Background: an optimization exercise with open tools, aiming at small area, a short achievable clock period and few clock cycles per item. Do not read the settings as production practice.
Function was checked by simulation only, so behaviour that the tests miss may differ from the original.

Design milestone1, start of the top module:
module milestone1 (
    input  logic        CLOCK_50_I,
    input  logic        resetn,
    input  logic        M1_start,
    input  logic [15:0] SRAM_read_data,
    output logic [15:0] SRAM_write_data,
    output logic [17:0] SRAM_address,
    output logic        SRAM_we_n,
    output logic        M1_done
);
localparam logic [17:0] U_BASE   = 18'd38400;
localparam logic [17:0] V_BASE   = 18'd57600;
localparam logic [17:0] RGB_BASE = 18'd146944;
logic        run;          
logic        pro_n;        
logic        wr;           
logic [4:0]  ph;           
logic [15:0] k;            
logic [7:0]  jc;           
logic [17:0] wa;           
logic [7:0] us [0:6];
logic [7:0] vs [0:6];
always_ff @(posedge CLOCK_50_I) begin
    if (ph[1]) begin
        if (!k[0]) begin
            us[0] <= us[2]; us[1] <= us[3]; us[2] <= us[4]; us[3] <= us[5]; us[4] <= us[6];
            us[5] <= SRAM_read_data[15:8]; us[6] <= SRAM_read_data[7:0];
        end else begin
            vs[0] <= vs[2]; vs[1] <= vs[3]; vs[2] <= vs[4]; vs[3] <= vs[5]; vs[4] <= vs[6];
            vs[5] <= SRAM_read_data[15:8]; vs[6] <= SRAM_read_data[7:0];
        end
    end
end
logic use_v;                        
logic c_odd;
logic sA, sB, sC, sD, sE, sF, sG, sH, sI, sJ, sK, sL;
wire j0 = (jc == 8'd0), j1 = (jc == 8'd1), j157 = (jc == 8'd157);
wire j158 = (jc == 8'd158), j159 = (jc == 8'd159);
wire ne = !jc[0] && !j0 && !j158;
wire no = jc[0] && !j1 && !j157 && !j159;
always_ff @(posedge CLOCK_50_I) begin
    use_v <= ph[0];
    c_odd <= jc[0];
    sA <= j157 | j159 | no;
    sB <= j1 | j158 | ne;
    sC <= j0;
    sD <= jc[0];
    sE <= j158 | ne;
    sF <= !jc[0];
    sG <= j159;
    sH <= j1 | j157 | no;
    sI <= j1 | j157 | j158 | no;
    sJ <= j0 | ne;
    sK <= j157 | j158;
    sL <= j1 | no;
end
wire c_j159 = sG;
wire [7:0] S0 = use_v ? vs[0] : us[0];
wire [7:0] S1 = use_v ? vs[1] : us[1];
wire [7:0] S2 = use_v ? vs[2] : us[2];
wire [7:0] S3 = use_v ? vs[3] : us[3];
wire [7:0] S4 = use_v ? vs[4] : us[4];
  ...
Size in the first run: roughly 26000 sq um of cells after synthesis.
Settings: LEC_CHECK=0, CAP_MARGIN=20, CORE_MARGIN=2, CORE_UTILIZATION=40, SETUP_SLACK_MARGIN=5, SLEW_MARGIN=20, SYNTH_HIERARCHICAL=1, SYNTH_MINIMUM_KEEP_SIZE=0; clock period 10.5 ns.
standard.sh (not shown) runs the stock make flow with config.mk's settings and CLKGATE_MAP_FILE= SYNTH_SCRIPT=/design/flow/synth_recipe.tcl, a recipe that flattens the netlist after the stock synthesis.
==> flow/flow/run.sh <==
#!/bin/bash
set -euo pipefail
sed 's/SETUP_SLACK_MARGIN=5 /SETUP_SLACK_MARGIN=9 /' standard.sh > standard_m.sh
grep -q 'SETUP_SLACK_MARGIN=9 ' standard_m.sh
bash standard_m.sh > standard_m.log 2>&1
Testbench counts at the start, summed over its fixed seeds: cycles 1,152,162, pixels 460,800.
Next try:
==> flow/flow/run.sh (replaced) <==
#!/bin/bash
set -euo pipefail
sed 's/SETUP_SLACK_MARGIN=5 /SETUP_SLACK_MARGIN=7.5 /' standard.sh > standard_m.sh
grep -q 'SETUP_SLACK_MARGIN=7.5 ' standard_m.sh
bash standard_m.sh > standard_m.log 2>&1
Result: The changed run finished clean; wire length went down by roughly a tenth; clock-buffer cell count went up by 3; area after synthesis does not change; worst setup slack barely changes; synthesized cell count is unchanged; sequential cell count does not change.
Next try:
==> flow/run.sh (new file) <==
#!/bin/bash
# synth_recipe.tcl (not shown) runs the flow's synth.tcl, then flattens the netlist and writes it again
# the make line also repeats each setting of config.mk as NAME=value (left out here)
make -C /OpenROAD-flow-scripts/flow DESIGN_CONFIG=/design/flow/config.mk WORK_HOME=/design/flow/orfs CLKGATE_MAP_FILE= SYNTH_SCRIPT=/design/flow/synth_recipe.tcl finish
removed: flow/flow/run.sh
removed: flow/standard.sh
The changed run passed the timing, DRC and antenna checks.
Setup slack loses 550 ps.
Cell area shrinks by a little under a tenth.
Fmax came out lower by roughly a tenth.
Sequential share of layout area is higher by 2.9 points.

* * *

milestone1, a different RTL version from the one above (not shown whole).
For scale: ~55 I/O pins, ~0.027 mm^2 of cells after synthesis.
==> flow/config.mk <==
export PLATFORM = sky130hd
export DESIGN_NAME = milestone1
export DESIGN_NICKNAME = milestone1
export VERILOG_FILES = /design/flow/design.v
export SDC_FILE = /design/flow/constraint.sdc
export NUM_CORES = 4
export LEC_CHECK = 0
export CAP_MARGIN = 20
export CORE_MARGIN = 2
export CORE_UTILIZATION = 40
export SETUP_SLACK_MARGIN = 5
export SLEW_MARGIN = 20
export SYNTH_HIERARCHICAL = 1
export SYNTH_MINIMUM_KEEP_SIZE = 0
==> flow/constraint.sdc <==
create_clock -name core_clock -period 10.5 [get_ports {CLOCK_50_I}]
set_input_delay 2.1000 -clock core_clock [delete_from_list [all_inputs] [get_ports {CLOCK_50_I}]]
set_output_delay 2.1000 -clock core_clock [all_outputs]
set_load 0.01 [all_outputs]
==> flow/flow/run.sh <==
#!/bin/bash
set -euo pipefail
sed 's/SETUP_SLACK_MARGIN=5 /SETUP_SLACK_MARGIN=7 /' standard.sh > standard_m.sh
grep -q 'SETUP_SLACK_MARGIN=7 ' standard_m.sh
bash standard_m.sh > standard_m.log 2>&1
Testbench counts at the start, summed over its fixed seeds: cycles 1,152,162, pixels 460,800.
Then changed:
Settings changed: CTS_BUF_LIST set to sky130_fd_sc_hd__clkbuf_8 sky130_fd_sc_hd__clkbuf_16, CTS_CLUSTER_SIZE set to 16.
Via count rises by 0.57%.
Clock-buffer cell count went down by 8.
Setup slack is worse by 0.015 ns.
Then changed:
Settings changed: CTS_BUF_LIST sky130_fd_sc_hd__clkbuf_8 sky130_fd_sc_hd__clkbuf_16 to sky130_fd_sc_hd__clkbuf_16, CTS_CLUSTER_DIAMETER set to 80, CTS_CLUSTER_SIZE 16 to 24.
Via count went down by 1.2%. Synthesized area is unchanged. Core utilization drops by 1.0 points. Setup slack improves by 0.012 ns. Fmax grows by 0.34%. Wire length decreases by 1.1%.
Then changed:
Settings changed: CTS_BUF_LIST sky130_fd_sc_hd__clkbuf_16 to sky130_fd_sc_hd__clkbuf_4 sky130_fd_sc_hd__clkbuf_8, CTS_CLUSTER_DIAMETER 80 to unset, CTS_CLUSTER_SIZE 24 to unset.
What happened: Wire length goes up by 1.6%. Hold slack loses 0.0033 ns. Worst setup slack gains 0.025 ns. Global-route usage rose by 0.53 points. Final area is higher by about 2.6%. Clock-buffer cell count went up by 75. Final cell count is higher by 2.7%.

## static timing again, ports no longer ideal
The results above use ideal ports. As a check the final layouts listed here were re-extracted and re-timed, cells and wires unchanged.
Step 1: set_driving_cell puts a clkbuf_16 on CLOCK_50_I and a buf_2 on each other input, an assumption about the parent block.
Step 2, shift: input delay + t, output delay - t, t = (earliest + latest rising clock arrival at the registers) / 2. This alone moves slack from input paths to output paths.
a / b / c = no drivers / after step 1 / after step 2; a / b = the first two.
| run | t, ns | setup WS [ns] | hold slack, ns | clock arrival spread, ns | worst slew at a driven data input, ns |
|---|---|---|---|---|---|
| the first run of note 1 | 0.653 | 6.464 / 6.464 / 6.464 | 0.442 / 0.442 / 0.442 | 0.021 / 0.021 | 0.08 |
| the second run of note 1 | 0.636 | 6.465 / 6.465 / 6.465 | 0.438 / 0.438 / 0.438 | 0.020 / 0.020 | 0.03 |
| the third run of note 1 | 0.637 | 5.914 / 5.914 / 5.914 | 0.438 / 0.438 / 0.438 | 0.022 / 0.022 | 0.04 |
| the first run of note 2 | 0.649 | 6.969 / 6.969 / 6.692 | 0.398 / 0.398 / 0.398 | 0.055 / 0.054 | 0.08 |
| the second run of note 2 | 0.645 | 6.954 / 6.954 / 6.700 | 0.398 / 0.398 / 0.398 | 0.030 / 0.030 | 0.08 |
| the third run of note 2 | 0.669 | 6.966 / 6.966 / 6.718 | 0.402 / 0.402 / 0.402 | 0.029 / 0.029 | 0.08 |
| the fourth run of note 2 | 0.742 | 6.991 / 6.991 / 6.694 | 0.399 / 0.399 / 0.399 | 0.067 / 0.067 | 0.08 |
After both steps every run listed still meets setup and hold. For the fourth run of note 2, which loses most, drivers alone change the setup slack by 0.000 ns; drivers and shift together by -0.297 ns.
